This is an optimization exercise on Yosys and OpenROAD, whose aim is small area and a short achievable clock period, not a production implementation. No functional check of the RTL was part of any run shown here. No activity file was given, so power comes from the tool's default toggle rates.

==> design.v <==
`timescale 1ns / 1ps
module neuron #(
    parameter signed [15:0] BIAS = 0    
)(
    input clk,
    input [7:0] one,         
    input [7:0] two,         
    input [7:0] neg,         
    input x_nz,              
    input x_sign,            
    input [15:0] weight,     
    input clr,               
    input fin,               
    output reg [15:0] logit
);
    wire [31:0] ts, tc;
    mul_tree tree (.one(one), .two(two), .neg(neg), .w(weight), .ps(ts), .pc(tc));
    reg [31:0] ps, pc;
    reg psg;
    always @(posedge clk) begin
        ps <= ts;
        pc <= tc;
        psg <= x_nz && (|weight) && (x_sign ^ weight[15]);
    end
    reg [31:0] acc;
    wire [31:0] a = clr ? 32'd0 : acc;
    wire [31:0] x3 = a ^ ps ^ pc;
    wire [31:0] c3 = (a & ps) | (a & pc) | (ps & pc);
    wire [31:0] s = x3 + {c3[30:0], 1'b0};
    wire ovf = (a[31] == psg) && (s[31] != a[31]);
    always @(posedge clk)
        acc <= ovf ? {a[31], {31{~a[31]}}} : s;
    wire [18:0] u = {acc[31], acc[31:14]} + {{3{BIAS[15]}}, BIAS};
    always @(posedge clk)
        if (fin)
            logit <= (u[18:15] == 4'b0000 || u[18:15] == 4'b1111) ? u[15:0] :
                     u[18] ? 16'h8000 : 16'h7FFF;
endmodule
module mul_tree (
    input  [7:0] one,
    input  [7:0] two,
    input  [7:0] neg,
    input  [15:0] w,
    output [31:0] ps,
    output [31:0] pc
);
    wire pp0_0 = ((one[0] & w[0]) | (two[0] & 1'b0)) ^ neg[0];
    wire pp0_1 = ((one[0] & w[1]) | (two[0] & w[0])) ^ neg[0];
    wire pp0_2 = ((one[0] & w[2]) | (two[0] & w[1])) ^ neg[0];
    wire pp0_3 = ((one[0] & w[3]) | (two[0] & w[2])) ^ neg[0];
    wire pp0_4 = ((one[0] & w[4]) | (two[0] & w[3])) ^ neg[0];
    wire pp0_5 = ((one[0] & w[5]) | (two[0] & w[4])) ^ neg[0];
    wire pp0_6 = ((one[0] & w[6]) | (two[0] & w[5])) ^ neg[0];
    wire pp0_7 = ((one[0] & w[7]) | (two[0] & w[6])) ^ neg[0];
    wire pp0_8 = ((one[0] & w[8]) | (two[0] & w[7])) ^ neg[0];
    wire pp0_9 = ((one[0] & w[9]) | (two[0] & w[8])) ^ neg[0];
    wire pp0_10 = ((one[0] & w[10]) | (two[0] & w[9])) ^ neg[0];
    wire pp0_11 = ((one[0] & w[11]) | (two[0] & w[10])) ^ neg[0];
    wire pp0_12 = ((one[0] & w[12]) | (two[0] & w[11])) ^ neg[0];
    wire pp0_13 = ((one[0] & w[13]) | (two[0] & w[12])) ^ neg[0];
    wire pp0_14 = ((one[0] & w[14]) | (two[0] & w[13])) ^ neg[0];
    wire pp0_15 = ((one[0] & w[15]) | (two[0] & w[14])) ^ neg[0];
    wire pp0_16 = ~(((one[0] | two[0]) & w[15]) ^ neg[0]);
    wire pp1_0 = ((one[1] & w[0]) | (two[1] & 1'b0)) ^ neg[1];
    wire pp1_1 = ((one[1] & w[1]) | (two[1] & w[0])) ^ neg[1];
    wire pp1_2 = ((one[1] & w[2]) | (two[1] & w[1])) ^ neg[1];
    wire pp1_3 = ((one[1] & w[3]) | (two[1] & w[2])) ^ neg[1];
    wire pp1_4 = ((one[1] & w[4]) | (two[1] & w[3])) ^ neg[1];
    wire pp1_5 = ((one[1] & w[5]) | (two[1] & w[4])) ^ neg[1];
    wire pp1_6 = ((one[1] & w[6]) | (two[1] & w[5])) ^ neg[1];
    wire pp1_7 = ((one[1] & w[7]) | (two[1] & w[6])) ^ neg[1];
    wire pp1_8 = ((one[1] & w[8]) | (two[1] & w[7])) ^ neg[1];
    wire pp1_9 = ((one[1] & w[9]) | (two[1] & w[8])) ^ neg[1];
    wire pp1_10 = ((one[1] & w[10]) | (two[1] & w[9])) ^ neg[1];
    wire pp1_11 = ((one[1] & w[11]) | (two[1] & w[10])) ^ neg[1];
    wire pp1_12 = ((one[1] & w[12]) | (two[1] & w[11])) ^ neg[1];
    wire pp1_13 = ((one[1] & w[13]) | (two[1] & w[12])) ^ neg[1];
    wire pp1_14 = ((one[1] & w[14]) | (two[1] & w[13])) ^ neg[1];
    wire pp1_15 = ((one[1] & w[15]) | (two[1] & w[14])) ^ neg[1];
    wire pp1_16 = ~(((one[1] | two[1]) & w[15]) ^ neg[1]);
    wire pp2_0 = ((one[2] & w[0]) | (two[2] & 1'b0)) ^ neg[2];
    wire pp2_1 = ((one[2] & w[1]) | (two[2] & w[0])) ^ neg[2];
    wire pp2_2 = ((one[2] & w[2]) | (two[2] & w[1])) ^ neg[2];
    wire pp2_3 = ((one[2] & w[3]) | (two[2] & w[2])) ^ neg[2];
    wire pp2_4 = ((one[2] & w[4]) | (two[2] & w[3])) ^ neg[2];
    wire pp2_5 = ((one[2] & w[5]) | (two[2] & w[4])) ^ neg[2];
    wire pp2_6 = ((one[2] & w[6]) | (two[2] & w[5])) ^ neg[2];
    wire pp2_7 = ((one[2] & w[7]) | (two[2] & w[6])) ^ neg[2];
    wire pp2_8 = ((one[2] & w[8]) | (two[2] & w[7])) ^ neg[2];
    wire pp2_9 = ((one[2] & w[9]) | (two[2] & w[8])) ^ neg[2];
    wire pp2_10 = ((one[2] & w[10]) | (two[2] & w[9])) ^ neg[2];
    wire pp2_11 = ((one[2] & w[11]) | (two[2] & w[10])) ^ neg[2];
    wire pp2_12 = ((one[2] & w[12]) | (two[2] & w[11])) ^ neg[2];
    wire pp2_13 = ((one[2] & w[13]) | (two[2] & w[12])) ^ neg[2];
    wire pp2_14 = ((one[2] & w[14]) | (two[2] & w[13])) ^ neg[2];
    wire pp2_15 = ((one[2] & w[15]) | (two[2] & w[14])) ^ neg[2];
    wire pp2_16 = ~(((one[2] | two[2]) & w[15]) ^ neg[2]);
    wire pp3_0 = ((one[3] & w[0]) | (two[3] & 1'b0)) ^ neg[3];
    wire pp3_1 = ((one[3] & w[1]) | (two[3] & w[0])) ^ neg[3];
    wire pp3_2 = ((one[3] & w[2]) | (two[3] & w[1])) ^ neg[3];
    wire pp3_3 = ((one[3] & w[3]) | (two[3] & w[2])) ^ neg[3];
    wire pp3_4 = ((one[3] & w[4]) | (two[3] & w[3])) ^ neg[3];
    wire pp3_5 = ((one[3] & w[5]) | (two[3] & w[4])) ^ neg[3];
    wire pp3_6 = ((one[3] & w[6]) | (two[3] & w[5])) ^ neg[3];
    wire pp3_7 = ((one[3] & w[7]) | (two[3] & w[6])) ^ neg[3];
    wire pp3_8 = ((one[3] & w[8]) | (two[3] & w[7])) ^ neg[3];
    wire pp3_9 = ((one[3] & w[9]) | (two[3] & w[8])) ^ neg[3];
    wire pp3_10 = ((one[3] & w[10]) | (two[3] & w[9])) ^ neg[3];
    wire pp3_11 = ((one[3] & w[11]) | (two[3] & w[10])) ^ neg[3];
    wire pp3_12 = ((one[3] & w[12]) | (two[3] & w[11])) ^ neg[3];
    wire pp3_13 = ((one[3] & w[13]) | (two[3] & w[12])) ^ neg[3];
    wire pp3_14 = ((one[3] & w[14]) | (two[3] & w[13])) ^ neg[3];
    wire pp3_15 = ((one[3] & w[15]) | (two[3] & w[14])) ^ neg[3];
    wire pp3_16 = ~(((one[3] | two[3]) & w[15]) ^ neg[3]);
    wire pp4_0 = ((one[4] & w[0]) | (two[4] & 1'b0)) ^ neg[4];
    wire pp4_1 = ((one[4] & w[1]) | (two[4] & w[0])) ^ neg[4];
    wire pp4_2 = ((one[4] & w[2]) | (two[4] & w[1])) ^ neg[4];
    wire pp4_3 = ((one[4] & w[3]) | (two[4] & w[2])) ^ neg[4];
    wire pp4_4 = ((one[4] & w[4]) | (two[4] & w[3])) ^ neg[4];
    wire pp4_5 = ((one[4] & w[5]) | (two[4] & w[4])) ^ neg[4];
    wire pp4_6 = ((one[4] & w[6]) | (two[4] & w[5])) ^ neg[4];
    wire pp4_7 = ((one[4] & w[7]) | (two[4] & w[6])) ^ neg[4];
    wire pp4_8 = ((one[4] & w[8]) | (two[4] & w[7])) ^ neg[4];
    wire pp4_9 = ((one[4] & w[9]) | (two[4] & w[8])) ^ neg[4];
    wire pp4_10 = ((one[4] & w[10]) | (two[4] & w[9])) ^ neg[4];
    wire pp4_11 = ((one[4] & w[11]) | (two[4] & w[10])) ^ neg[4];
    wire pp4_12 = ((one[4] & w[12]) | (two[4] & w[11])) ^ neg[4];
    wire pp4_13 = ((one[4] & w[13]) | (two[4] & w[12])) ^ neg[4];
    wire pp4_14 = ((one[4] & w[14]) | (two[4] & w[13])) ^ neg[4];
    wire pp4_15 = ((one[4] & w[15]) | (two[4] & w[14])) ^ neg[4];
    wire pp4_16 = ~(((one[4] | two[4]) & w[15]) ^ neg[4]);
    wire pp5_0 = ((one[5] & w[0]) | (two[5] & 1'b0)) ^ neg[5];
    wire pp5_1 = ((one[5] & w[1]) | (two[5] & w[0])) ^ neg[5];
    wire pp5_2 = ((one[5] & w[2]) | (two[5] & w[1])) ^ neg[5];
    wire pp5_3 = ((one[5] & w[3]) | (two[5] & w[2])) ^ neg[5];
    wire pp5_4 = ((one[5] & w[4]) | (two[5] & w[3])) ^ neg[5];
    wire pp5_5 = ((one[5] & w[5]) | (two[5] & w[4])) ^ neg[5];
    wire pp5_6 = ((one[5] & w[6]) | (two[5] & w[5])) ^ neg[5];
    wire pp5_7 = ((one[5] & w[7]) | (two[5] & w[6])) ^ neg[5];
    wire pp5_8 = ((one[5] & w[8]) | (two[5] & w[7])) ^ neg[5];
    wire pp5_9 = ((one[5] & w[9]) | (two[5] & w[8])) ^ neg[5];
    wire pp5_10 = ((one[5] & w[10]) | (two[5] & w[9])) ^ neg[5];
    wire pp5_11 = ((one[5] & w[11]) | (two[5] & w[10])) ^ neg[5];
    wire pp5_12 = ((one[5] & w[12]) | (two[5] & w[11])) ^ neg[5];
    wire pp5_13 = ((one[5] & w[13]) | (two[5] & w[12])) ^ neg[5];
    wire pp5_14 = ((one[5] & w[14]) | (two[5] & w[13])) ^ neg[5];
    wire pp5_15 = ((one[5] & w[15]) | (two[5] & w[14])) ^ neg[5];
    wire pp5_16 = ~(((one[5] | two[5]) & w[15]) ^ neg[5]);
    wire pp6_0 = ((one[6] & w[0]) | (two[6] & 1'b0)) ^ neg[6];
    wire pp6_1 = ((one[6] & w[1]) | (two[6] & w[0])) ^ neg[6];
    wire pp6_2 = ((one[6] & w[2]) | (two[6] & w[1])) ^ neg[6];
    wire pp6_3 = ((one[6] & w[3]) | (two[6] & w[2])) ^ neg[6];
    wire pp6_4 = ((one[6] & w[4]) | (two[6] & w[3])) ^ neg[6];
    wire pp6_5 = ((one[6] & w[5]) | (two[6] & w[4])) ^ neg[6];
    wire pp6_6 = ((one[6] & w[6]) | (two[6] & w[5])) ^ neg[6];
    wire pp6_7 = ((one[6] & w[7]) | (two[6] & w[6])) ^ neg[6];
    wire pp6_8 = ((one[6] & w[8]) | (two[6] & w[7])) ^ neg[6];
    wire pp6_9 = ((one[6] & w[9]) | (two[6] & w[8])) ^ neg[6];
    wire pp6_10 = ((one[6] & w[10]) | (two[6] & w[9])) ^ neg[6];
    wire pp6_11 = ((one[6] & w[11]) | (two[6] & w[10])) ^ neg[6];
    wire pp6_12 = ((one[6] & w[12]) | (two[6] & w[11])) ^ neg[6];
    wire pp6_13 = ((one[6] & w[13]) | (two[6] & w[12])) ^ neg[6];
    wire pp6_14 = ((one[6] & w[14]) | (two[6] & w[13])) ^ neg[6];
    wire pp6_15 = ((one[6] & w[15]) | (two[6] & w[14])) ^ neg[6];
    wire pp6_16 = ~(((one[6] | two[6]) & w[15]) ^ neg[6]);
    wire pp7_0 = ((one[7] & w[0]) | (two[7] & 1'b0)) ^ neg[7];
    wire pp7_1 = ((one[7] & w[1]) | (two[7] & w[0])) ^ neg[7];
    wire pp7_2 = ((one[7] & w[2]) | (two[7] & w[1])) ^ neg[7];
    wire pp7_3 = ((one[7] & w[3]) | (two[7] & w[2])) ^ neg[7];
    wire pp7_4 = ((one[7] & w[4]) | (two[7] & w[3])) ^ neg[7];
    wire pp7_5 = ((one[7] & w[5]) | (two[7] & w[4])) ^ neg[7];
    wire pp7_6 = ((one[7] & w[6]) | (two[7] & w[5])) ^ neg[7];
    wire pp7_7 = ((one[7] & w[7]) | (two[7] & w[6])) ^ neg[7];
    wire pp7_8 = ((one[7] & w[8]) | (two[7] & w[7])) ^ neg[7];
    wire pp7_9 = ((one[7] & w[9]) | (two[7] & w[8])) ^ neg[7];
    wire pp7_10 = ((one[7] & w[10]) | (two[7] & w[9])) ^ neg[7];
    wire pp7_11 = ((one[7] & w[11]) | (two[7] & w[10])) ^ neg[7];
    wire pp7_12 = ((one[7] & w[12]) | (two[7] & w[11])) ^ neg[7];
    wire pp7_13 = ((one[7] & w[13]) | (two[7] & w[12])) ^ neg[7];
    wire pp7_14 = ((one[7] & w[14]) | (two[7] & w[13])) ^ neg[7];
    wire pp7_15 = ((one[7] & w[15]) | (two[7] & w[14])) ^ neg[7];
    wire pp7_16 = ~(((one[7] | two[7]) & w[15]) ^ neg[7]);
    wire hs0 = neg[5] ^ pp0_10;
    wire hc0 = neg[5] & pp0_10;
    wire hs1 = pp0_11 ^ pp1_9;
    wire hc1 = pp0_11 & pp1_9;
    wire fs0 = neg[6] ^ pp0_12 ^ pp1_10;
    wire fc0 = (neg[6] & pp0_12) | (neg[6] & pp1_10) | (pp0_12 & pp1_10);
    wire hs2 = pp2_8 ^ pp3_6;
    wire hc2 = pp2_8 & pp3_6;
    wire fs1 = pp0_13 ^ pp1_11 ^ pp2_9;
    wire fc1 = (pp0_13 & pp1_11) | (pp0_13 & pp2_9) | (pp1_11 & pp2_9);
    wire hs3 = pp3_7 ^ pp4_5;
    wire hc3 = pp3_7 & pp4_5;
    wire fs2 = neg[7] ^ pp0_14 ^ pp1_12;
    wire fc2 = (neg[7] & pp0_14) | (neg[7] & pp1_12) | (pp0_14 & pp1_12);
    wire fs3 = pp2_10 ^ pp3_8 ^ pp4_6;
    wire fc3 = (pp2_10 & pp3_8) | (pp2_10 & pp4_6) | (pp3_8 & pp4_6);
    wire hs4 = pp5_4 ^ pp6_2;
    wire hc4 = pp5_4 & pp6_2;
    wire fs4 = pp0_15 ^ pp1_13 ^ pp2_11;
    wire fc4 = (pp0_15 & pp1_13) | (pp0_15 & pp2_11) | (pp1_13 & pp2_11);
    wire fs5 = pp3_9 ^ pp4_7 ^ pp5_5;
    wire fc5 = (pp3_9 & pp4_7) | (pp3_9 & pp5_5) | (pp4_7 & pp5_5);
    wire hs5 = pp6_3 ^ pp7_1;
    wire hc5 = pp6_3 & pp7_1;
    wire fs6 = 1'b1 ^ pp0_16 ^ pp1_14;
    wire fc6 = (1'b1 & pp0_16) | (1'b1 & pp1_14) | (pp0_16 & pp1_14);
    wire fs7 = pp2_12 ^ pp3_10 ^ pp4_8;
    wire fc7 = (pp2_12 & pp3_10) | (pp2_12 & pp4_8) | (pp3_10 & pp4_8);
    wire fs8 = pp5_6 ^ pp6_4 ^ pp7_2;
    wire fc8 = (pp5_6 & pp6_4) | (pp5_6 & pp7_2) | (pp6_4 & pp7_2);
    wire fs9 = 1'b1 ^ pp1_15 ^ pp2_13;
    wire fc9 = (1'b1 & pp1_15) | (1'b1 & pp2_13) | (pp1_15 & pp2_13);
    wire fs10 = pp3_11 ^ pp4_9 ^ pp5_7;
    wire fc10 = (pp3_11 & pp4_9) | (pp3_11 & pp5_7) | (pp4_9 & pp5_7);
    wire hs6 = pp6_5 ^ pp7_3;
    wire hc6 = pp6_5 & pp7_3;
    wire fs11 = pp1_16 ^ pp2_14 ^ pp3_12;
    wire fc11 = (pp1_16 & pp2_14) | (pp1_16 & pp3_12) | (pp2_14 & pp3_12);
    wire fs12 = pp4_10 ^ pp5_8 ^ pp6_6;
    wire fc12 = (pp4_10 & pp5_8) | (pp4_10 & pp6_6) | (pp5_8 & pp6_6);
    wire fs13 = 1'b1 ^ pp2_15 ^ pp3_13;
    wire fc13 = (1'b1 & pp2_15) | (1'b1 & pp3_13) | (pp2_15 & pp3_13);
    wire hs7 = pp4_11 ^ pp5_9;
    wire hc7 = pp4_11 & pp5_9;
    wire fs14 = pp2_16 ^ pp3_14 ^ pp4_12;
    wire fc14 = (pp2_16 & pp3_14) | (pp2_16 & pp4_12) | (pp3_14 & pp4_12);
    wire hs8 = 1'b1 ^ pp3_15;
    wire hc8 = 1'b1 & pp3_15;
    wire hs9 = neg[3] ^ pp0_6;
    wire hc9 = neg[3] & pp0_6;
    wire hs10 = pp0_7 ^ pp1_5;
    wire hc10 = pp0_7 & pp1_5;
    wire fs15 = neg[4] ^ pp0_8 ^ pp1_6;
    wire fc15 = (neg[4] & pp0_8) | (neg[4] & pp1_6) | (pp0_8 & pp1_6);
    wire hs11 = pp2_4 ^ pp3_2;
    wire hc11 = pp2_4 & pp3_2;
    wire fs16 = pp0_9 ^ pp1_7 ^ pp2_5;
    wire fc16 = (pp0_9 & pp1_7) | (pp0_9 & pp2_5) | (pp1_7 & pp2_5);
    wire hs12 = pp3_3 ^ pp4_1;
    wire hc12 = pp3_3 & pp4_1;
    wire fs17 = pp1_8 ^ pp2_6 ^ pp3_4;
    wire fc17 = (pp1_8 & pp2_6) | (pp1_8 & pp3_4) | (pp2_6 & pp3_4);
    wire fs18 = pp4_2 ^ pp5_0 ^ hs0;
    wire fc18 = (pp4_2 & pp5_0) | (pp4_2 & hs0) | (pp5_0 & hs0);
    wire fs19 = pp2_7 ^ pp3_5 ^ pp4_3;
    wire fc19 = (pp2_7 & pp3_5) | (pp2_7 & pp4_3) | (pp3_5 & pp4_3);
    wire fs20 = pp5_1 ^ hc0 ^ hs1;
    wire fc20 = (pp5_1 & hc0) | (pp5_1 & hs1) | (hc0 & hs1);
    wire fs21 = pp4_4 ^ pp5_2 ^ pp6_0;
    wire fc21 = (pp4_4 & pp5_2) | (pp4_4 & pp6_0) | (pp5_2 & pp6_0);
    wire fs22 = hc1 ^ hs2 ^ fs0;
    wire fc22 = (hc1 & hs2) | (hc1 & fs0) | (hs2 & fs0);
    wire fs23 = pp5_3 ^ pp6_1 ^ hc2;
    wire fc23 = (pp5_3 & pp6_1) | (pp5_3 & hc2) | (pp6_1 & hc2);
    wire fs24 = hs3 ^ fc0 ^ fs1;
    wire fc24 = (hs3 & fc0) | (hs3 & fs1) | (fc0 & fs1);
    wire fs25 = pp7_0 ^ hc3 ^ hs4;
    wire fc25 = (pp7_0 & hc3) | (pp7_0 & hs4) | (hc3 & hs4);
    wire fs26 = fc1 ^ fs2 ^ fs3;
    wire fc26 = (fc1 & fs2) | (fc1 & fs3) | (fs2 & fs3);
    wire fs27 = hc4 ^ hs5 ^ fc2;
    wire fc27 = (hc4 & hs5) | (hc4 & fc2) | (hs5 & fc2);
    wire fs28 = fc3 ^ fs4 ^ fs5;
    wire fc28 = (fc3 & fs4) | (fc3 & fs5) | (fs4 & fs5);
    wire fs29 = hc5 ^ fc4 ^ fc5;
    wire fc29 = (hc5 & fc4) | (hc5 & fc5) | (fc4 & fc5);
    wire fs30 = fs6 ^ fs7 ^ fs8;
    wire fc30 = (fs6 & fs7) | (fs6 & fs8) | (fs7 & fs8);
    wire fs31 = hs6 ^ fc6 ^ fc7;
    wire fc31 = (hs6 & fc6) | (hs6 & fc7) | (fc6 & fc7);
    wire fs32 = fc8 ^ fs10 ^ fs9;
    wire fc32 = (fc8 & fs10) | (fc8 & fs9) | (fs10 & fs9);
    wire fs33 = pp7_4 ^ hc6 ^ fc10;
    wire fc33 = (pp7_4 & hc6) | (pp7_4 & fc10) | (hc6 & fc10);
    wire fs34 = fc9 ^ fs11 ^ fs12;
    wire fc34 = (fc9 & fs11) | (fc9 & fs12) | (fs11 & fs12);
    wire fs35 = pp6_7 ^ pp7_5 ^ hs7;
    wire fc35 = (pp6_7 & pp7_5) | (pp6_7 & hs7) | (pp7_5 & hs7);
    wire fs36 = fc11 ^ fc12 ^ fs13;
    wire fc36 = (fc11 & fc12) | (fc11 & fs13) | (fc12 & fs13);
    wire fs37 = pp5_10 ^ pp6_8 ^ pp7_6;
    wire fc37 = (pp5_10 & pp6_8) | (pp5_10 & pp7_6) | (pp6_8 & pp7_6);
    wire fs38 = hc7 ^ fc13 ^ fs14;
    wire fc38 = (hc7 & fc13) | (hc7 & fs14) | (fc13 & fs14);
    wire fs39 = pp4_13 ^ pp5_11 ^ pp6_9;
    wire fc39 = (pp4_13 & pp5_11) | (pp4_13 & pp6_9) | (pp5_11 & pp6_9);
    wire fs40 = pp7_7 ^ hs8 ^ fc14;
    wire fc40 = (pp7_7 & hs8) | (pp7_7 & fc14) | (hs8 & fc14);
    wire fs41 = pp3_16 ^ pp4_14 ^ pp5_12;
    wire fc41 = (pp3_16 & pp4_14) | (pp3_16 & pp5_12) | (pp4_14 & pp5_12);
    wire fs42 = pp6_10 ^ pp7_8 ^ hc8;
    wire fc42 = (pp6_10 & pp7_8) | (pp6_10 & hc8) | (pp7_8 & hc8);
    wire fs43 = 1'b1 ^ pp4_15 ^ pp5_13;
    wire fc43 = (1'b1 & pp4_15) | (1'b1 & pp5_13) | (pp4_15 & pp5_13);
    wire hs13 = pp6_11 ^ pp7_9;
    wire hc13 = pp6_11 & pp7_9;
    wire fs44 = pp4_16 ^ pp5_14 ^ pp6_12;
    wire fc44 = (pp4_16 & pp5_14) | (pp4_16 & pp6_12) | (pp5_14 & pp6_12);
    wire hs14 = 1'b1 ^ pp5_15;
    wire hc14 = 1'b1 & pp5_15;
    wire hs15 = neg[2] ^ pp0_4;
    wire hc15 = neg[2] & pp0_4;
    wire hs16 = pp0_5 ^ pp1_3;
    wire hc16 = pp0_5 & pp1_3;
    wire fs45 = pp1_4 ^ pp2_2 ^ pp3_0;
    wire fc45 = (pp1_4 & pp2_2) | (pp1_4 & pp3_0) | (pp2_2 & pp3_0);
    wire fs46 = pp2_3 ^ pp3_1 ^ hc9;
    wire fc46 = (pp2_3 & pp3_1) | (pp2_3 & hc9) | (pp3_1 & hc9);
    wire fs47 = pp4_0 ^ hc10 ^ hs11;
    wire fc47 = (pp4_0 & hc10) | (pp4_0 & hs11) | (hc10 & hs11);
    wire fs48 = hc11 ^ hs12 ^ fc15;
    wire fc48 = (hc11 & hs12) | (hc11 & fc15) | (hs12 & fc15);
    wire fs49 = hc12 ^ fc16 ^ fs17;
    wire fc49 = (hc12 & fc16) | (hc12 & fs17) | (fc16 & fs17);
    wire fs50 = fc17 ^ fs19 ^ fc18;
    wire fc50 = (fc17 & fs19) | (fc17 & fc18) | (fs19 & fc18);
    wire fs51 = fc19 ^ fs21 ^ fc20;
    wire fc51 = (fc19 & fs21) | (fc19 & fc20) | (fs21 & fc20);
    wire fs52 = fc21 ^ fs23 ^ fc22;
    wire fc52 = (fc21 & fs23) | (fc21 & fc22) | (fs23 & fc22);
    wire fs53 = fc23 ^ fs25 ^ fc24;
    wire fc53 = (fc23 & fs25) | (fc23 & fc24) | (fs25 & fc24);
    wire fs54 = fc25 ^ fc26 ^ fs27;
    wire fc54 = (fc25 & fc26) | (fc25 & fs27) | (fc26 & fs27);
    wire fs55 = fc27 ^ fc28 ^ fs29;
    wire fc55 = (fc27 & fc28) | (fc27 & fs29) | (fc28 & fs29);
    wire fs56 = fc29 ^ fc30 ^ fs31;
    wire fc56 = (fc29 & fc30) | (fc29 & fs31) | (fc30 & fs31);
    wire fs57 = fc31 ^ fc32 ^ fs33;
    wire fc57 = (fc31 & fc32) | (fc31 & fs33) | (fc32 & fs33);
    wire fs58 = fs35 ^ fc33 ^ fc34;
    wire fc58 = (fs35 & fc33) | (fs35 & fc34) | (fc33 & fc34);
    wire fs59 = fs37 ^ fc35 ^ fc36;
    wire fc59 = (fs37 & fc35) | (fs37 & fc36) | (fc35 & fc36);
    wire fs60 = fc37 ^ fs39 ^ fc38;
    wire fc60 = (fc37 & fs39) | (fc37 & fc38) | (fs39 & fc38);
    wire fs61 = fc39 ^ fs41 ^ fs42;
    wire fc61 = (fc39 & fs41) | (fc39 & fs42) | (fs41 & fs42);
    wire fs62 = hs13 ^ fc41 ^ fs43;
    wire fc62 = (hs13 & fc41) | (hs13 & fs43) | (fc41 & fs43);
    wire fs63 = pp7_10 ^ hc13 ^ fc43;
    wire fc63 = (pp7_10 & hc13) | (pp7_10 & fc43) | (hc13 & fc43);
    wire fs64 = pp6_13 ^ pp7_11 ^ hs14;
    wire fc64 = (pp6_13 & pp7_11) | (pp6_13 & hs14) | (pp7_11 & hs14);
    wire fs65 = pp5_16 ^ pp6_14 ^ pp7_12;
    wire fc65 = (pp5_16 & pp6_14) | (pp5_16 & pp7_12) | (pp6_14 & pp7_12);
    wire hs17 = 1'b1 ^ pp6_15;
    wire hc17 = 1'b1 & pp6_15;
    wire hs18 = neg[1] ^ pp0_2;
    wire hc18 = neg[1] & pp0_2;
    wire hs19 = pp0_3 ^ pp1_1;
    wire hc19 = pp0_3 & pp1_1;
    wire fs66 = pp1_2 ^ pp2_0 ^ hs15;
    wire fc66 = (pp1_2 & pp2_0) | (pp1_2 & hs15) | (pp2_0 & hs15);
    wire fs67 = pp2_1 ^ hc15 ^ hs16;
    wire fc67 = (pp2_1 & hc15) | (pp2_1 & hs16) | (hc15 & hs16);
    wire fs68 = hc16 ^ hs9 ^ fs45;
    wire fc68 = (hc16 & hs9) | (hc16 & fs45) | (hs9 & fs45);
    wire fs69 = hs10 ^ fc45 ^ fs46;
    wire fc69 = (hs10 & fc45) | (hs10 & fs46) | (fc45 & fs46);
    wire fs70 = fs15 ^ fc46 ^ fs47;
    wire fc70 = (fs15 & fc46) | (fs15 & fs47) | (fc46 & fs47);
    wire fs71 = fs16 ^ fc47 ^ fs48;
    wire fc71 = (fs16 & fc47) | (fs16 & fs48) | (fc47 & fs48);
    wire fs72 = fs18 ^ fc48 ^ fs49;
    wire fc72 = (fs18 & fc48) | (fs18 & fs49) | (fc48 & fs49);
    wire fs73 = fs20 ^ fc49 ^ fs50;
    wire fc73 = (fs20 & fc49) | (fs20 & fs50) | (fc49 & fs50);
    wire fs74 = fs22 ^ fc50 ^ fs51;
    wire fc74 = (fs22 & fc50) | (fs22 & fs51) | (fc50 & fs51);
    wire fs75 = fs24 ^ fc51 ^ fs52;
    wire fc75 = (fs24 & fc51) | (fs24 & fs52) | (fc51 & fs52);
    wire fs76 = fs26 ^ fc52 ^ fs53;
    wire fc76 = (fs26 & fc52) | (fs26 & fs53) | (fc52 & fs53);
    wire fs77 = fs28 ^ fc53 ^ fs54;
    wire fc77 = (fs28 & fc53) | (fs28 & fs54) | (fc53 & fs54);
    wire fs78 = fs30 ^ fc54 ^ fs55;
    wire fc78 = (fs30 & fc54) | (fs30 & fs55) | (fc54 & fs55);
    wire fs79 = fs32 ^ fc55 ^ fs56;
    wire fc79 = (fs32 & fc55) | (fs32 & fs56) | (fc55 & fs56);
    wire fs80 = fs34 ^ fc56 ^ fs57;
    wire fc80 = (fs34 & fc56) | (fs34 & fs57) | (fc56 & fs57);
    wire fs81 = fs36 ^ fc57 ^ fs58;
    wire fc81 = (fs36 & fc57) | (fs36 & fs58) | (fc57 & fs58);
    wire fs82 = fs38 ^ fc58 ^ fs59;
    wire fc82 = (fs38 & fc58) | (fs38 & fs59) | (fc58 & fs59);
    wire fs83 = fs40 ^ fc59 ^ fs60;
    wire fc83 = (fs40 & fc59) | (fs40 & fs60) | (fc59 & fs60);
    wire fs84 = fc40 ^ fs61 ^ fc60;
    wire fc84 = (fc40 & fs61) | (fc40 & fc60) | (fs61 & fc60);
    wire fs85 = fc42 ^ fs62 ^ fc61;
    wire fc85 = (fc42 & fs62) | (fc42 & fc61) | (fs62 & fc61);
    wire fs86 = fs44 ^ fc62 ^ fs63;
    wire fc86 = (fs44 & fc62) | (fs44 & fs63) | (fc62 & fs63);
    wire fs87 = fc44 ^ fs64 ^ fc63;
    wire fc87 = (fc44 & fs64) | (fc44 & fc63) | (fs64 & fc63);
    wire fs88 = hc14 ^ fs65 ^ fc64;
    wire fc88 = (hc14 & fs65) | (hc14 & fc64) | (fs65 & fc64);
    wire fs89 = pp7_13 ^ hs17 ^ fc65;
    wire fc89 = (pp7_13 & hs17) | (pp7_13 & fc65) | (hs17 & fc65);
    wire fs90 = pp6_16 ^ pp7_14 ^ hc17;
    wire fc90 = (pp6_16 & pp7_14) | (pp6_16 & hc17) | (pp7_14 & hc17);
    wire hs20 = 1'b1 ^ pp7_15;
    wire hc20 = 1'b1 & pp7_15;
    assign ps[0] = neg[0];
    assign pc[0] = pp0_0;
    assign ps[1] = pp0_1;
    assign pc[1] = 1'b0;
    assign ps[2] = pp1_0;
    assign pc[2] = hs18;
    assign ps[3] = hc18;
    assign pc[3] = hs19;
    assign ps[4] = hc19;
    assign pc[4] = fs66;
    assign ps[5] = fc66;
    assign pc[5] = fs67;
    assign ps[6] = fc67;
    assign pc[6] = fs68;
    assign ps[7] = fc68;
    assign pc[7] = fs69;
    assign ps[8] = fc69;
    assign pc[8] = fs70;
    assign ps[9] = fc70;
    assign pc[9] = fs71;
    assign ps[10] = fc71;
    assign pc[10] = fs72;
    assign ps[11] = fc72;
    assign pc[11] = fs73;
    assign ps[12] = fc73;
    assign pc[12] = fs74;
    assign ps[13] = fc74;
    assign pc[13] = fs75;
    assign ps[14] = fc75;
    assign pc[14] = fs76;
    assign ps[15] = fc76;
    assign pc[15] = fs77;
    assign ps[16] = fc77;
    assign pc[16] = fs78;
    assign ps[17] = fc78;
    assign pc[17] = fs79;
    assign ps[18] = fc79;
    assign pc[18] = fs80;
    assign ps[19] = fc80;
    assign pc[19] = fs81;
    assign ps[20] = fc81;
    assign pc[20] = fs82;
    assign ps[21] = fc82;
    assign pc[21] = fs83;
    assign ps[22] = fc83;
    assign pc[22] = fs84;
    assign ps[23] = fs85;
    assign pc[23] = fc84;
    assign ps[24] = fs86;
    assign pc[24] = fc85;
    assign ps[25] = fc86;
    assign pc[25] = fs87;
    assign ps[26] = fs88;
    assign pc[26] = fc87;
    assign ps[27] = fs89;
    assign pc[27] = fc88;
    assign ps[28] = fs90;
    assign pc[28] = fc89;
    assign ps[29] = hs20;
    assign pc[29] = fc90;
    assign ps[30] = pp7_16;
    assign pc[30] = hc20;
    assign ps[31] = 1'b1;
    assign pc[31] = 1'b0;
endmodule
`timescale 1ns / 1ps
module Softmax (
    input clk,
    input rst,
    input [63:0] in,           
    input in_valid,            
    output reg [63:0] out,
    output reg valid,
    output [7:0] led_control
);
    function [15:0] exp_lut;
        input [3:0] idx;
        begin
            case (idx)
                4'd0:  exp_lut = 16'h0800;
                4'd1:  exp_lut = 16'h09D0;
                4'd2:  exp_lut = 16'h0C20;
                4'd3:  exp_lut = 16'h0F80;
                4'd4:  exp_lut = 16'h1480;
                4'd5:  exp_lut = 16'h1C80;
                4'd6:  exp_lut = 16'h2A00;
                4'd7:  exp_lut = 16'h4000;
                4'd8:  exp_lut = 16'h6800;
                4'd9:  exp_lut = 16'hAC00;
                4'd10: exp_lut = 16'h1280;
                4'd11: exp_lut = 16'h1F80;
                4'd12: exp_lut = 16'h2C00;
                4'd13: exp_lut = 16'h4C00;
                4'd14: exp_lut = 16'h8000;
                default: exp_lut = 16'hD800;
            endcase
        end
    endfunction
    function [3:0] rank;
        input [3:0] idx;
        begin
            case (idx)
                4'd0:  rank = 4'd0;
                4'd1:  rank = 4'd1;
                4'd2:  rank = 4'd2;
                4'd3:  rank = 4'd3;
                4'd4:  rank = 4'd5;
                4'd5:  rank = 4'd6;
                4'd6:  rank = 4'd8;
                4'd7:  rank = 4'd10;
                4'd8:  rank = 4'd12;
                4'd9:  rank = 4'd14;
                4'd10: rank = 4'd4;
                4'd11: rank = 4'd7;
                4'd12: rank = 4'd9;
                4'd13: rank = 4'd11;
                4'd14: rank = 4'd13;
                default: rank = 4'd15;
            endcase
        end
    endfunction
    wire [3:0] i0 = {~in[15], in[14:12]};
    wire [3:0] i1 = {~in[31], in[30:28]};
    wire [3:0] i2 = {~in[47], in[46:44]};
    wire [3:0] i3 = {~in[63], in[62:60]};
    wire [15:0] e0 = exp_lut(i0);
    wire [15:0] e1 = exp_lut(i1);
    wire [15:0] e2 = exp_lut(i2);
    wire [15:0] e3 = exp_lut(i3);
    wire [13:0] sum = e0[15:4] + e1[15:4] + e2[15:4] + e3[15:4];
    wire [3:0] s = sum[13:10];
    wire [2:0] sh = (s == 4'b0000) ? 3'd4 :
                    (s[3:1] == 3'b001) ? 3'd3 :
                    (s[3:2] == 2'b01) ? 3'd2 :
                    s[3] ? 3'd1 : 3'd0;
    wire [3:0] r0 = rank(i0);
    wire [3:0] r1 = rank(i1);
    wire [3:0] r2 = rank(i2);
    wire [3:0] r3 = rank(i3);
    wire [3:0] m01 = (r1 > r0) ? r1 : r0;
    wire c01 = r1 > r0;
    wire [3:0] m23 = (r3 > r2) ? r3 : r2;
    wire c23 = r3 > r2;
    wire hi = m23 > m01;     
    wire [1:0] cls = hi ? {1'b1, c23} : {1'b0, c01};
    reg [3:0] led;
    assign led_control = {4'b0000, led};
    wire [15:0] n0 = e0 >> sh;
    wire [15:0] n1 = e1 >> sh;
    wire [15:0] n2 = e2 >> sh;
    wire [15:0] n3 = e3 >> sh;
    always @(posedge clk) begin
        out <= {1'b0, n3[14:0], 1'b0, n2[14:0], 1'b0, n1[14:0], 1'b0, n0[14:0]};
        led <= 4'b0001 << cls;
        valid <= !rst && in_valid;
    end
endmodule
`timescale 1ns / 1ps
module fc_head #(
    parameter DATA_WIDTH = 16,
    parameter NUM_INPUTS = 1024,
    parameter NUM_OUTPUTS = 4
)(
    input clk,
    input rst,
    input [DATA_WIDTH-1:0] myinput,
    input [DATA_WIDTH*NUM_OUTPUTS-1:0] myweights,
    input myinputValid,
    output [DATA_WIDTH*NUM_OUTPUTS-1:0] softmax_out,
    output softmax_valid,
    output [7:0] led_control,
    output [DATA_WIDTH*NUM_OUTPUTS-1:0] logits
);
    reg [9:0] input_count;
    reg [15:0] x;            
    reg [63:0] weights;
    reg last0, last1, fin, rst_d, clr, logit_valid;
    wire take = myinputValid && !rst;
    always @(posedge clk) begin
        x <= take ? myinput : 16'd0;
        weights <= myweights;
        rst_d <= rst;
        clr <= rst || rst_d || last1;
        if (rst) begin
            input_count <= 0;
            last0 <= 0;
            last1 <= 0;
            fin <= 0;
            logit_valid <= 0;
        end else begin
            if (myinputValid)
                input_count <= input_count + 1;
            last0 <= myinputValid && (input_count == NUM_INPUTS-1);
            last1 <= last0;
            fin <= last1;
            logit_valid <= fin;
        end
    end
    wire [16:0] xe = {x, 1'b0};
    wire [7:0] b_one, b_two, b_neg;
    genvar i;
    generate
        for (i = 0; i < 8; i = i + 1) begin : booth
            assign b_one[i] = xe[2*i+1] ^ xe[2*i];
            assign b_two[i] = (xe[2*i+2] & ~xe[2*i+1] & ~xe[2*i]) | (~xe[2*i+2] & xe[2*i+1] & xe[2*i]);
            assign b_neg[i] = xe[2*i+2];
        end
    endgenerate
    wire x_nz = |x;
    localparam [63:0] BIASES = {16'h003C, 16'h0001, 16'hFFD1, 16'h0006};
    generate
        for (i = 0; i < NUM_OUTPUTS; i = i + 1) begin : output_layer
            neuron #(
                .BIAS(BIASES[(i+1)*DATA_WIDTH-1 -: DATA_WIDTH])
            ) neuron_output (
                .clk(clk),
                .one(b_one),
                .two(b_two),
                .neg(b_neg),
                .x_nz(x_nz),
                .x_sign(x[15]),
                .weight(weights[(i+1)*DATA_WIDTH-1 -: DATA_WIDTH]),
                .clr(clr),
                .fin(fin),
                .logit(logits[(i+1)*DATA_WIDTH-1 -: DATA_WIDTH])
            );
        end
    endgenerate
    Softmax softmax_inst (
        .clk(clk),
        .rst(rst),
        .in(logits),
        .in_valid(logit_valid),
        .out(softmax_out),
        .valid(softmax_valid),
        .led_control(led_control)
    );
endmodule
==> run.sh <==
#!/bin/bash
# synth_recipe.tcl (not shown) runs the flow's synth.tcl, then flattens the netlist and writes it again
# the make line also repeats each setting of config.mk as NAME=value (left out here)
make -C /OpenROAD-flow-scripts/flow DESIGN_CONFIG=/design/flow/config.mk WORK_HOME=/design/flow/orfs CLKGATE_MAP_FILE= SYNTH_SCRIPT=/design/flow/synth_recipe.tcl finish
==> config.mk <==
export PLATFORM = sky130hd
export DESIGN_NAME = fc_head
export DESIGN_NICKNAME = fc_head
export VERILOG_FILES = /design/flow/design.v
export SDC_FILE = /design/flow/constraint.sdc
export NUM_CORES = 4
export LEC_CHECK = 0
export ABC_AREA = 1
export CAP_MARGIN = 20
export CORE_MARGIN = 2
export CORE_UTILIZATION = 40
export SLEW_MARGIN = 20
==> constraint.sdc <==
create_clock -name core_clock -period 8.0 [get_ports {clk}]
set_input_delay 1.6000 -clock core_clock [delete_from_list [all_inputs] [get_ports {clk}]]
set_output_delay 1.6000 -clock core_clock [all_outputs]
set_load 0.01 [all_outputs]
==> impl_metrics.py, run 1 <==
metrics = {
    "status": {
        "run_status": "timing/DRC/antenna clean",
    },
    "timing": {
        "final-hold-violation-count": 0,
        "worstMarginPinSlew_ns": 1.05,
        "clock_skew_ns": 0.0327,
        "relSlewSlack_pct": 29.6,
        "drv_slew": 0,
        "layout_worst_path_cycle_share_pct": 85.2,
        "fmaxAchievable_ghz": 0.147,
        "finalWorstPathRequiredPeriod_ns": 6.82,
        "grt_setup_unrepaired": "no",
        "finalSetupTns_ns": 0,
        "report.final.setup_viol": 0,
    },
    "die": {
        "floorplan.initialDensity_pct": 40.3,
        "fp.coreArea_sq_um": 123000,
        "die_width_microns": 357,
        "chipHeight_microns": 357,
        "std_cell_rows": 129,
        "design.die.area_sq_um": 127000,
        "io_pins": 220,
    },
    "power": {
        "power-per-cell-area_nw_per_um2": 345,
        "peakVddDrop_mv": 0.186,
        "post-layout-total-power_mw": 19.3,
        "leakagePower_nw": 26.8,
    },
    "clock_network": {
        "num_cts_buffers": 72,
        "worst_skew_late_latency_ns": 0.67,
        "cts_max_path_buffers": 3,
        "clk_root_buffer_cell": "sky130_fd_sc_hd__clkbuf_16",
        "ctsHtreeMaxLevel": 3,
        "clock_tree_from_tritoncts": "done",
        "setup_bufs_post_cts": 0,
        "postCtsHoldBufs": 0,
        "clkSinkCount": 598,
        "clk_pin_slew_ns": 0.06,
        "post_cts_resized": 0,
    },
    "critical_path": {
        "timing.reg2reg.setup_slack_ns": 1.18,
        "worstRegToRegCells": 30,
        "timing.setup.critical_path_class": "register to register",
        "critPathRequiredTime_ns": 8.54,
        "cp_common_cell": "sky130_fd_sc_hd__nand2_1",
        "worst-path-max-fanout": 51,
        "worst_reg2reg_startpoint": "output_layer[1].neuron_output.logit[13]$_DFFE_PP_",
        "endpoint_kind": "register",
        "critical_path.max_stage_delay_ns": 0.74,
        "levels_on_crit_path": 30,
        "worst_ep_arrival_time_ns": 7.35,
        "crit_family": "simple AND/OR/NAND/NOR gates",
        "cp_slowest_cell": "sky130_fd_sc_hd__clkinv_2",
        "worstSetupStartpointType": "register",
        "buffers_and_inverters_on_the_worst_path": 6,
        "worstReg2RegEnd": "softmax_inst.out[5]$_DFF_P_",
    },
    "logic_synthesis": {
        "synthesis.yosys.warnings": 6,
        "postSynth.asyncResetShare_pct": 0,
        "synth.cell_area_sq_um": 49700,
        "synth-edff-count": 64,
        "synth-main-ff-cell": "sky130_fd_sc_hd__dfxtp_1",
        "yosysUniqueCellTypes": 66,
        "syn_avg_cell_area_sq_um": 8.36,
        "ys_seq_elements": 598,
        "synth_cells": 5946,
        "seq_area_frac_synth_pct": 25.4,
    },
    "place": {
        "place_area_sq_um": 53000,
        "routabilityCongestion": 0.890,
        "dpl.cell_count": 7537,
        "port_buffers": 211,
        "dpl.hpwl_microns": 111000,
    },
    "cells_and_area": {
        "multi_input_comb_area_sq_um": 32700,
        "num-fill-cells": 12176,
        "register_area_sq_um": 12600,
        "final_util_pct": 45.1,
        "finalNetCount": 6818,
        "flow.area_growth_from_synthesis_pct": 12.1,
        "final_cell_count_no_fill": 7672,
        "drive_above_1_share_pct": 4.94,
        "fin_area_sq_um": 55700,
    },
    "routing": {
        "routed_wl_microns": 154000,
        "route.vias.total": 40976,
        "ant_nets": 0,
        "drtIter0Drc": 3626,
        "remaining_drc_errors": 0,
        "routed_length_per_placed_instance_microns": 20.1,
        "viasPerCell": 5.34,
        "detailedRoute.firstPassIterationCount": 8,
    },
    "min_path": {
        "timing.hold.worst.class": "register to register",
        "timing.hold.worst.start": "rst_d$_DFF_P_",
        "hold_path_depth": 2,
        "min_delay_worst_endpoint": "clr$_DFF_P_",
    },
    "grt": {
        "global_route.usage.total_pct": 24.2,
        "grt_antenna_before_repair": 4,
        "grt_max_degree": 61,
        "grt_overflow_total": 0,
        "grt_pass1_vias": 41848,
        "first_pass_grt_wire_length_microns": 240000,
    },
    "run": {
        "timing.max_cap.violations": 0,
    },
}
how the worst max path moves through the flow:
stage	from	end	slack, ns
4_1_cts	output_layer[0].neuron_output.logit[13]$_DFFE_PP_	softmax_inst.out[5]$_DFF_P_	1.19
3_3_place_gp	output_layer[1].neuron_output.logit[13]$_DFFE_PP_	softmax_inst.out[5]$_DFF_P_	1.32
3_5_place_dp	output_layer[1].neuron_output.logit[13]$_DFFE_PP_	softmax_inst.out[5]$_DFF_P_	1.22
5_1_grt	output_layer[0].neuron_output.logit[15]$_DFFE_PP_	softmax_inst.out[5]$_DFF_P_	0.50
2_1_floorplan	output_layer[0].neuron_output.logit[14]$_DFFE_PP_	softmax_inst.out[18]$_DFF_P_	3.02
6_report	output_layer[1].neuron_output.logit[13]$_DFFE_PP_	softmax_inst.out[5]$_DFF_P_	1.18
state kept, by name, summed over array words and instances, names as in the netlist:
signal / flops
output_layer.neuron_output.psg: 4
softmax_inst.led: 4
input_count: 10
x: 16
output_layer.neuron_output.logit: 64
output_layer.neuron_output.acc: 128
logit_valid: 1
softmax_inst.out: 60
output_layer.neuron_output.pc: 120
rst_d: 1
last1: 1
weights: 64
last0: 1
fin: 1
clr: 1
softmax_inst.valid: 1
output_layer.neuron_output.ps: 121
area by class of cell:
class,count,area share (%)
diodes,2,0.00898
clock buffers,98,3.78
clock inverters,35,1.04
inverters,827,5.58
multi-input cells,4206,58.6
flip-flops and latches,598,22.7
well taps,1637,3.68
repair buffers,269,4.59
layer usage:
| layer | vias to the layer above | global-route usage, % | wire length (microns) |
|---|---|---|---|
| met4 | 4 | 9.30 | 6030 |
| met2 | 1821 | 39.4 | 70500 |
| met3 | 389 | 5.13 | 13200 |
| met1 | 19523 | 31.3 | 64300 |
| li1 | 19239 | - | - |
| met5 | - | 0 | 25 |
cells in the mapped netlist (32+ instances only):
library cell	count	area share [%]
sky130_fd_sc_hd__ha_1	277	7.0
sky130_fd_sc_hd__o21ai_0	151	1.5
sky130_fd_sc_hd__nand2_1	953	7.2
sky130_fd_sc_hd__xor2_1	663	12
sky130_fd_sc_hd__fa_1	484	19
sky130_fd_sc_hd__clkinv_1	64	0.48
sky130_fd_sc_hd__nor2_1	388	2.9
sky130_fd_sc_hd__xnor2_1	43	0.76
sky130_fd_sc_hd__a21oi_1	204	2.1
sky130_fd_sc_hd__o22ai_1	481	6.1
sky130_fd_sc_hd__buf_2	32	0.32
sky130_fd_sc_hd__buf_1	62	0.47
sky130_fd_sc_hd__dfxtp_1	534	22
sky130_fd_sc_hd__inv_1	749	5.7
sky130_fd_sc_hd__edfxtp_1	64	3.9
sky130_fd_sc_hd__clkbuf_1	191	1.4
sky130_fd_sc_hd__nor3_1	43	0.43
sky130_fd_sc_hd__nand3_1	265	2.7
sky130_fd_sc_hd__nand4_1	50	0.63
cell families (layout without fill, tap and decap cells):
group	count (synthesis)	count (layout)	synth area share, %
simple gates	1789	1789	15.3
buf+inv	1149	1229	9.15
compound gates	942	942	11.3
fa+ha+maj	761	761	26.5
xor+xnor	706	706	12.4
flops	598	598	25.4
other cells	1	10	0.00754
tightest hold or removal path, stage by stage (launching register included):
cell	delay [ns]
sky130_fd_sc_hd__dfxtp_1	0.31
sky130_fd_sc_hd__nor2_1	0.04
sky130_fd_sc_hd__nand2_1	0.04
cells in the final DEF, fill, tap and decap left out, types with 7 or more instances in the layout:
cell type	instances
sky130_fd_sc_hd__nor2_1	388
sky130_fd_sc_hd__o21ai_4	10
sky130_fd_sc_hd__nor3_1	43
sky130_fd_sc_hd__conb_1	8
sky130_fd_sc_hd__nand3_2	7
sky130_fd_sc_hd__fa_1	484
sky130_fd_sc_hd__inv_2	15
sky130_fd_sc_hd__nand2_2	40
sky130_fd_sc_hd__a21o_1	14
sky130_fd_sc_hd__o21ai_0	151
sky130_fd_sc_hd__a21oi_1	204
sky130_fd_sc_hd__ha_1	277
sky130_fd_sc_hd__buf_4	57
sky130_fd_sc_hd__o22ai_1	481
sky130_fd_sc_hd__nand4_1	50
sky130_fd_sc_hd__nand3b_1	8
sky130_fd_sc_hd__xor2_1	663
sky130_fd_sc_hd__inv_1	746
sky130_fd_sc_hd__edfxtp_1	64
sky130_fd_sc_hd__dfxtp_1	524
sky130_fd_sc_hd__nand2_1	943
sky130_fd_sc_hd__clkinv_1	64
sky130_fd_sc_hd__clkbuf_8	12
sky130_fd_sc_hd__o211ai_1	11
sky130_fd_sc_hd__o21bai_1	16
sky130_fd_sc_hd__nor4_1	14
sky130_fd_sc_hd__o21ai_1	11
sky130_fd_sc_hd__nand3_1	265
sky130_fd_sc_hd__clkbuf_16	76
sky130_fd_sc_hd__xnor2_1	43
sky130_fd_sc_hd__clkdlybuf4s50_1	211
sky130_fd_sc_hd__bufinv_16	13
sky130_fd_sc_hd__clkinv_2	8
sky130_fd_sc_hd__clkbuf_1	9
where the power goes:
part | switching (mW) | leakage, nW | internal (mW)
combinational | 6.90 | 20.4 | 4.03
sequential | 0.549 | 5.05 | 4.07
clock | 1.42 | 1.31 | 2.29
metrics by stage:
step / setup slack, ns / hold WS, ns
after floorplan: 3.02 / 0.329
after global placement: 1.32 / 0.387
after detailed placement: 1.22 / 0.395
after CTS: 1.19 / 0.411
after global routing: 0.503 / 0.427
final: 1.18 / 0.406
==> run 2: changes to the inputs <==
--- a/config.mk
+++ b/config.mk
@@ -6,5 +6,4 @@
 export NUM_CORES = 4
 export LEC_CHECK = 0
-export ABC_AREA = 1
 export CAP_MARGIN = 20
 export CORE_MARGIN = 2
==> run 2 against run 1 <==
Compared with the run above: global-route usage is 0.75 points higher; first-iteration DRC count is 46% higher; combinational power is 26% lower; clock skew is 0.0060 ns higher; sequential share of layout area is 3.9 points lower; sequential power is 2% lower; fmax is 6.9% lower; core utilization is 1.2 points lower; sequential cell count stayed put; largest power group unchanged.
==> impl_metrics.py, run 2 <==
metrics = {
    "die": {
        "floorplan.initialDensity_pct": 40.2,
        "fp.coreArea_sq_um": 154000,
        "std_cell_rows": 144,
        "design.die.area_sq_um": 158000,
        "die_width_microns": 397,
        "io_pins": 220,
        "chipHeight_microns": 397,
    },
    "run": {
        "timing.max_cap.violations": 0,
    },
    "grt": {
        "grt_use_met3_pct": 3.41,
        "grt_use_met2_pct": 39.2,
        "grt_max_degree": 204,
        "global_route.usage.total_pct": 24.9,
        "grt_antenna_before_repair": 5,
        "met1_demand_to_capacity_share_in_global_routing_pct": 34.0,
        "global_route.peak_usage_layer": "met2",
        "first_pass_grt_wire_length_microns": 312000,
        "grt_overflow_total": 0,
        "grt_pass1_vias": 52515,
    },
    "timing": {
        "finalWorstPathRequiredPeriod_ns": 7.32,
        "grt_setup_unrepaired": "no",
        "clock_skew_ns": 0.0387,
        "report.final.setup_viol": 0,
        "fmaxAchievable_ghz": 0.137,
        "timing.hold.ws_ns": 0.435,
        "timing.final.ws_setup_ns": 0.678,
        "final-hold-violation-count": 0,
        "worstMarginPinSlew_ns": 1.18,
        "drv_slew": 0,
        "layout_worst_path_cycle_share_pct": 91.5,
        "relSlewSlack_pct": 21.0,
        "finalSetupTns_ns": 0,
    },
    "critical_path": {
        "worstSetupStartpointType": "register",
        "worst_ep_arrival_time_ns": 7.87,
        "cp_slowest_cell": "sky130_fd_sc_hd__edfxtp_1",
        "endpoint_kind": "register",
        "critPathRequiredTime_ns": 8.55,
        "timing.reg2reg.setup_slack_ns": 0.68,
        "cp_common_cell": "sky130_fd_sc_hd__inv_1",
        "worst-path-max-fanout": 19,
        "worst_reg2reg_startpoint": "output_layer[1].neuron_output.logit[15]$_DFFE_PP_",
        "buffers_and_inverters_on_the_worst_path": 4,
        "worstRegToRegCells": 27,
        "worstReg2RegEnd": "softmax_inst.out[38]$_DFF_P_",
        "critical_path.max_stage_delay_ns": 0.62,
        "timing.setup.critical_path_class": "register to register",
        "crit_family": "compound AO/OA/AOI/OAI gates",
    },
    "logic_synthesis": {
        "ys_seq_elements": 598,
        "postSynth.asyncResetShare_pct": 0,
        "synthesis.yosys.warnings": 6,
        "synth_top_cell_by_area": "sky130_fd_sc_hd__dfxtp_1",
        "synth-main-ff-cell": "sky130_fd_sc_hd__dfxtp_1",
        "seq_area_frac_synth_pct": 20.4,
        "cell_with_the_most_instances_after_synthesis": "sky130_fd_sc_hd__a21oi_1",
        "synth.cell_area_sq_um": 61800,
        "yosysUniqueCellTypes": 86,
        "synth_top_cells_by_area": "sky130_fd_sc_hd__dfxtp_1, sky130_fd_sc_hd__fa_1, sky130_fd_sc_hd__maj3_1, sky130_fd_sc_hd__a21oi_1, sky130_fd_sc_hd__ha_1",
        "post-synth-top-area-fraction_pct": 17.3,
        "synth-edff-count": 64,
        "syn_avg_cell_area_sq_um": 8.19,
        "synth_commonest_cells": "sky130_fd_sc_hd__a21oi_1, sky130_fd_sc_hd__nand2_1, sky130_fd_sc_hd__clkbuf_1, sky130_fd_sc_hd__nor2b_1, sky130_fd_sc_hd__dfxtp_1",
        "synth_cells": 7550,
    },
    "min_path": {
        "min_delay_worst_endpoint": "last1$_SDFF_PP0_",
        "hold_path_depth": 1,
        "timing.hold.worst.start": "last0$_SDFF_PP0_",
        "timing.hold.worst.class": "register to register",
    },
    "clock_network": {
        "num_cts_buffers": 75,
        "setup_bufs_post_cts": 0,
        "clkSinkCount": 598,
        "ctsHtreeMaxLevel": 3,
        "postCtsHoldBufs": 0,
        "post_cts_resized": 0,
        "cts_max_path_buffers": 3,
        "clk_root_buffer_cell": "sky130_fd_sc_hd__clkbuf_16",
        "clock_tree_from_tritoncts": "done",
        "worst_skew_late_latency_ns": 0.71,
        "clk_pin_slew_ns": 0.06,
    },
    "routing": {
        "route.vias.total": 55425,
        "ant_nets": 0,
        "viasPerCell": 5.95,
        "detailedRoute.firstPassIterationCount": 6,
        "remaining_drc_errors": 0,
        "drtIter0Drc": 5294,
        "routed_wl_microns": 201000,
        "routed_length_per_placed_instance_microns": 21.6,
    },
    "power": {
        "peakVddDrop_mv": 0.195,
        "power-per-cell-area_nw_per_um2": 240,
        "leakagePower_nw": 26.5,
    },
    "status": {
        "run_status": "timing/DRC/antenna clean",
    },
    "cells_and_area": {
        "layout.cells.most_common_list": "sky130_fd_sc_hd__a21oi_1, sky130_fd_sc_hd__nand2_1, sky130_fd_sc_hd__nor2b_1, sky130_fd_sc_hd__dfxtp_1, sky130_fd_sc_hd__fa_1",
        "flip_flop_count_of_the_largest_register_all_copies_and_words_added": 128,
        "registers.top_by_ff_count": "output_layer.neuron_output.acc",
        "finalNetCount": 8050,
        "final_common_cell": "sky130_fd_sc_hd__a21oi_1",
        "final_util_pct": 43.9,
        "drive_above_1_share_pct": 5.14,
        "largestRegisters": "output_layer.neuron_output.acc: 128 flops, output_layer.neuron_output.ps: 121 flops, output_layer.neuron_output.pc: 120 flops",
        "flow.area_growth_from_synthesis_pct": 9.23,
        "final_cell_count_no_fill": 9309,
    },
    "place": {
        "dpl.cell_count": 9173,
        "dpl.hpwl_microns": 140000,
        "port_buffers": 211,
        "placement.setup.worst_slack_ns": 0.738,
        "routabilityCongestion": 0.896,
    },
}
run 2: changes by cell type after synthesis, sizes merged, moves of 315 or more:
cell and delta:
xor2 -558, a21oi +538, nor2b +537, clkbuf +443
maj3 +420, inv -315
run 2: power breakdown:
part	total, mW	switching (mW)	internal, mW
Combinational	8.11	4.77	3.34
Sequential	4.51	0.592	3.92
Clock	3.58	1.43	2.14
run 2: worst register-to-register path: cells and delay by family, from the launching register on:
family,cells,cell delay [ns]
mux,2,0.45
simple gates,7,1.69
fa+ha+maj,4,1.37
compound gates,10,2.31
flops,1,0.62
buf+inv,4,0.73
run 2: worst max-delay path by stage:
stage	start	to	slack, ns	cells after the start
2_1_floorplan	output_layer[1].neuron_output.logit[14]$_DFFE_PP_	softmax_inst.out[36]$_DFF_P_	1.82	28
3_3_place_gp	output_layer[1].neuron_output.logit[15]$_DFFE_PP_	softmax_inst.out[53]$_DFF_P_	0.84	27
3_5_place_dp	output_layer[1].neuron_output.logit[15]$_DFFE_PP_	softmax_inst.out[38]$_DFF_P_	0.74	27
4_1_cts	output_layer[1].neuron_output.logit[15]$_DFFE_PP_	softmax_inst.out[38]$_DFF_P_	0.68	27
5_1_grt	output_layer[1].neuron_output.logit[15]$_DFFE_PP_	softmax_inst.out[34]$_DFF_P_	0.17	27
6_report	output_layer[1].neuron_output.logit[15]$_DFFE_PP_	softmax_inst.out[38]$_DFF_P_	0.68	27
run 2: cell families after synthesis:
| group | share of synthesized area, % |
|---|---|
| other | 0.00606 |
| AOI/OAI and AO/OA | 24.4 |
| muxes | 1.42 |
| xor gates and xnor gates | 2.93 |
| DFF | 20.4 |
| buffers and inverters | 7.69 |
| and+or+nand+nor | 15.1 |
| adders and majority gates | 28.1 |
run 2: area by class of cell:
| type | count | area (sq um) |
|---|---|---|
| sequential | 598 | 12700 |
| tap | 2044 | 2560 |
| multi-input combinational | 5712 | 44600 |
| inverter | 453 | 1700 |
| antenna | 2 | 5.00 |
| clock buffer | 101 | 2170 |
| timing repair buffer | 366 | 3390 |
| fill | 15196 | 86300 |
| clock inverter | 33 | 450 |
run 2: through the flow:
step	area (sq um)	total power, mW
2_1_floorplan	61900	10.4
3_3_place_gp	64900	12.5
3_5_place_dp	64900	12.6
4_1_cts	67500	16.3
5_1_grt	67500	17.5
6_report	67500	16.2
run 2: per-layer routing:
metal	part of all wire (%)	wire [microns]
met5	0.013	27
met2	45	89700
met3	6.6	13300
met1	44	89100
met4	4.4	8870

[separate check: timing with driven ports]
Ports are ideal in the flow. The routed layouts listed here were re-timed in OpenROAD. Step 1, drivers: a clkbuf_16 drives clk and a buf_2 each remaining input, both assumed. Step 2 times the ports against the registers' clock, not the clock port: input delays grow and output delays shrink by t, the midpoint of the rising clock arrivals with the driver on. Slacks: no drivers / after step 1 / after step 2; pairs: no drivers / after step 1.
run | shift t [ns] | slack for setup (ns) | worst register clock-pin slew, ns
run 1 | 0.730 | 1.182 / 1.182 / 1.182 | 0.07 / 0.07
run 2 | 0.772 | 0.678 / 0.678 / 0.678 | 0.07 / 0.07
After both steps every run listed still meets setup and hold.
